From an optimization exercise on the open Yosys and OpenROAD flow, aimed at small area and a short achievable clock period; shortcuts taken in it are not production practice.
The RTL was checked by simulation tests, not by an equivalence proof against the original design.
No activity file was given, so power comes from the tool's default toggle rates.

// UART_TRANSMITTER
module UART_TRANSMITTER(
    input clock_i,
    input reset_n_i,
    input [7:0] data_i,
    input data_write_i,
    input [5:0] data_buffer_full_tresh_i,
    input [1:0] baudrate_select_i,
    output data_buffer_full_o,
    output uart_tx_o
    );
localparam PARITY = 4'd0;
localparam STOP   = 4'd1;
localparam IDLE   = 4'd2;
localparam START  = 4'd3;
reg [5:0] count;
reg [7:0] mem [0:31];      
reg [6:0] baud;
reg [3:0] state;
reg       parity;
reg       tx;
reg [5:0] count_n;
FULL_FLAG full_flag(
    .nc(count_n),
    .th(data_buffer_full_tresh_i),
    .full(data_buffer_full_o)
    );
wire wr = data_write_i & ~data_buffer_full_o;
wire tick;
TICK_SEL tick_sel(.baud(baud), .sel(baudrate_select_i), .tick(tick));
wire rd = tick & (state == STOP);
wire empty = (count == 6'd0);
wire [5:0] count_next;
COUNT_NEXT count_step(.count(count), .wr(wr), .rd(rd), .next(count_next));
wire [6:0] baud_up;
genvar k;
generate
for (k = 0; k < 7; k = k + 1) begin : bu
    if (k == 0) begin : b0
        assign baud_up[k] = ~baud[k];
    end else begin : bk
        assign baud_up[k] = baud[k] ^ (&baud[k-1:0]);
    end
end
endgenerate
integer i;
always @(posedge clock_i) begin
    if (wr) begin
        mem[1] <= data_i;
        for (i = 2; i < 32; i = i + 1)
            mem[i] <= mem[i-1];
        mem[0] <= mem[31];
    end
end
wire [31:0] entry_sel;
DECODE32 decode(.a(count[4:0]), .y(entry_sel));
reg [7:0] oldest;
wire [7:0] oldest_next;
genvar g, h;
generate
for (h = 0; h < 8; h = h + 1) begin : rb
    wire [31:0] column;
    for (g = 0; g < 32; g = g + 1) begin : cl
        assign column[g] = mem[g][h];
    end
    SELECT32 select(.d(column), .s(entry_sel), .y(oldest_next[h]));
end
endgenerate
always @(posedge clock_i)
    oldest <= oldest_next;
wire bit_now = oldest[state[2:0]];
always @(posedge clock_i) begin
    if (~reset_n_i) begin
        count <= 6'd0;
        count_n <= 6'h3f;
        baud <= 7'd0;
        state <= IDLE;
        tx <= 1'b1;
    end else begin
        count <= count_next;
        count_n <= ~count_next;
        baud <= baud_up;
        if (tick & (state != IDLE | ~empty))
            state <= (state == START) ? 4'd8 : state + 4'd1;
  ...
==> flow/config.mk <==
export PLATFORM = sky130hd
export DESIGN_NAME = UART_TRANSMITTER
export DESIGN_NICKNAME = UART_TRANSMITTER
export VERILOG_FILES = /design/flow/design.v
export SDC_FILE = /design/flow/constraint.sdc
export NUM_CORES = 4
export LEC_CHECK = 0
export CAP_MARGIN = 20
export CORE_MARGIN = 2
export CORE_UTILIZATION = 60
export CTS_BUF_LIST = sky130_fd_sc_hd__clkbuf_16
export CTS_CLUSTER_DIAMETER = 65
export CTS_CLUSTER_SIZE = 28
export SETUP_SLACK_MARGIN = 2.2
export SLEW_MARGIN = 20
export SYNTH_HIERARCHICAL = 1
==> flow/constraint.sdc <==
create_clock -name core_clock -period 4.6 [get_ports {clock_i}]
set_input_delay 0.9200 -clock core_clock [delete_from_list [all_inputs] [get_ports {clock_i}]]
set_output_delay 0.9200 -clock core_clock [all_outputs]
set_load 0.01 [all_outputs]
standard.sh (not shown) runs the stock make flow with config.mk's settings and CLKGATE_MAP_FILE= SYNTH_SCRIPT=/design/flow/synth_recipe.tcl, a recipe that flattens the netlist after the stock synthesis.
==> flow/flow/run.sh <==
#!/bin/bash
# The standard layout, with plain buf_2 cells as the port buffers and
# timing repair free to resize cells across footprints.
set -o pipefail
bash standard.sh "BUFFER_PORTS_ARGS=-buffer_cell sky130_fd_sc_hd__buf_2" MATCH_CELL_FOOTPRINT=0 finish > standard_flow.log 2>&1
The starting point went through all stages and came out clean.
Rerun with:
--- a/flow/config.mk
+++ b/flow/config.mk
@@ -8,9 +8,9 @@
 export CAP_MARGIN = 20
 export CORE_MARGIN = 2
-export CORE_UTILIZATION = 60
+export CORE_UTILIZATION = 75
 export CTS_BUF_LIST = sky130_fd_sc_hd__clkbuf_16
 export CTS_CLUSTER_DIAMETER = 65
 export CTS_CLUSTER_SIZE = 28
-export SETUP_SLACK_MARGIN = 2.2
+export SETUP_SLACK_MARGIN = 2.3
 export SLEW_MARGIN = 20
 export SYNTH_HIERARCHICAL = 1
After rerunning: The new run passed the timing, DRC and antenna checks; setup slack got worse by 0.022 ns; combinational power stays flat; clock-buffer cell count went down by 2; hold slack improved by 0.0040 ns; clock skew barely changes; core utilization is higher by 16 points.
Rerun with:
--- a/flow/config.mk
+++ b/flow/config.mk
@@ -8,8 +8,9 @@
 export CAP_MARGIN = 20
 export CORE_MARGIN = 2
-export CORE_UTILIZATION = 75
+export CORE_UTILIZATION = 60
 export CTS_BUF_LIST = sky130_fd_sc_hd__clkbuf_16
 export CTS_CLUSTER_DIAMETER = 65
 export CTS_CLUSTER_SIZE = 28
+export GPL_TIMING_DRIVEN = 1
 export SETUP_SLACK_MARGIN = 2.3
 export SLEW_MARGIN = 20
Non-clock buffer count is lower by 3.
Setup slack is better by 0.064 ns.
Count of clock-buffer cells in the layout rises by 1.
Rerun with:
--- a/flow/config.mk
+++ b/flow/config.mk
@@ -12,6 +12,5 @@
 export CTS_CLUSTER_DIAMETER = 65
 export CTS_CLUSTER_SIZE = 28
-export GPL_TIMING_DRIVEN = 1
-export SETUP_SLACK_MARGIN = 2.3
+export SETUP_SLACK_MARGIN = 2.35
 export SLEW_MARGIN = 20
 export SYNTH_HIERARCHICAL = 1
Wire length hardly moves.
Hold slack stays flat.
Clock-buffer cell count is unchanged.
Clock skew fell by 0.0032 ns.
Via count is about the same.
Total power is about the same.

## separate check: timing with driven ports
The results above use ideal ports. As a check the final layouts listed here were re-extracted and re-timed, cells and wires unchanged. Step 1: set_driving_cell puts a clkbuf_16 on clock_i and a buf_2 on each other input, an assumption about the parent block. Step 2 adds t to the input delays and takes it off the output delays; t is the mean of the earliest and latest rising clock arrival at the registers after step 1. Input paths then give back, and output paths get back, about the clock's delay inside the block. Three values: ideal ports, drivers, drivers and shift; two values: the first two.
run	shift t [ns]	setup WS [ns]	pins driven straight from the clock port
the first run	0.534	1.990 / 1.945 / 1.716	1
the second run	0.526	1.967 / 1.936 / 1.770	1
the third run	0.531	2.032 / 1.994 / 1.873	1
the fourth run	0.529	2.032 / 1.994 / 1.908	1
After both steps setup and hold are still met in every run listed. The setup slack of the first run, which loses most, moves by -0.045 ns with the drivers and by -0.274 ns with both steps.
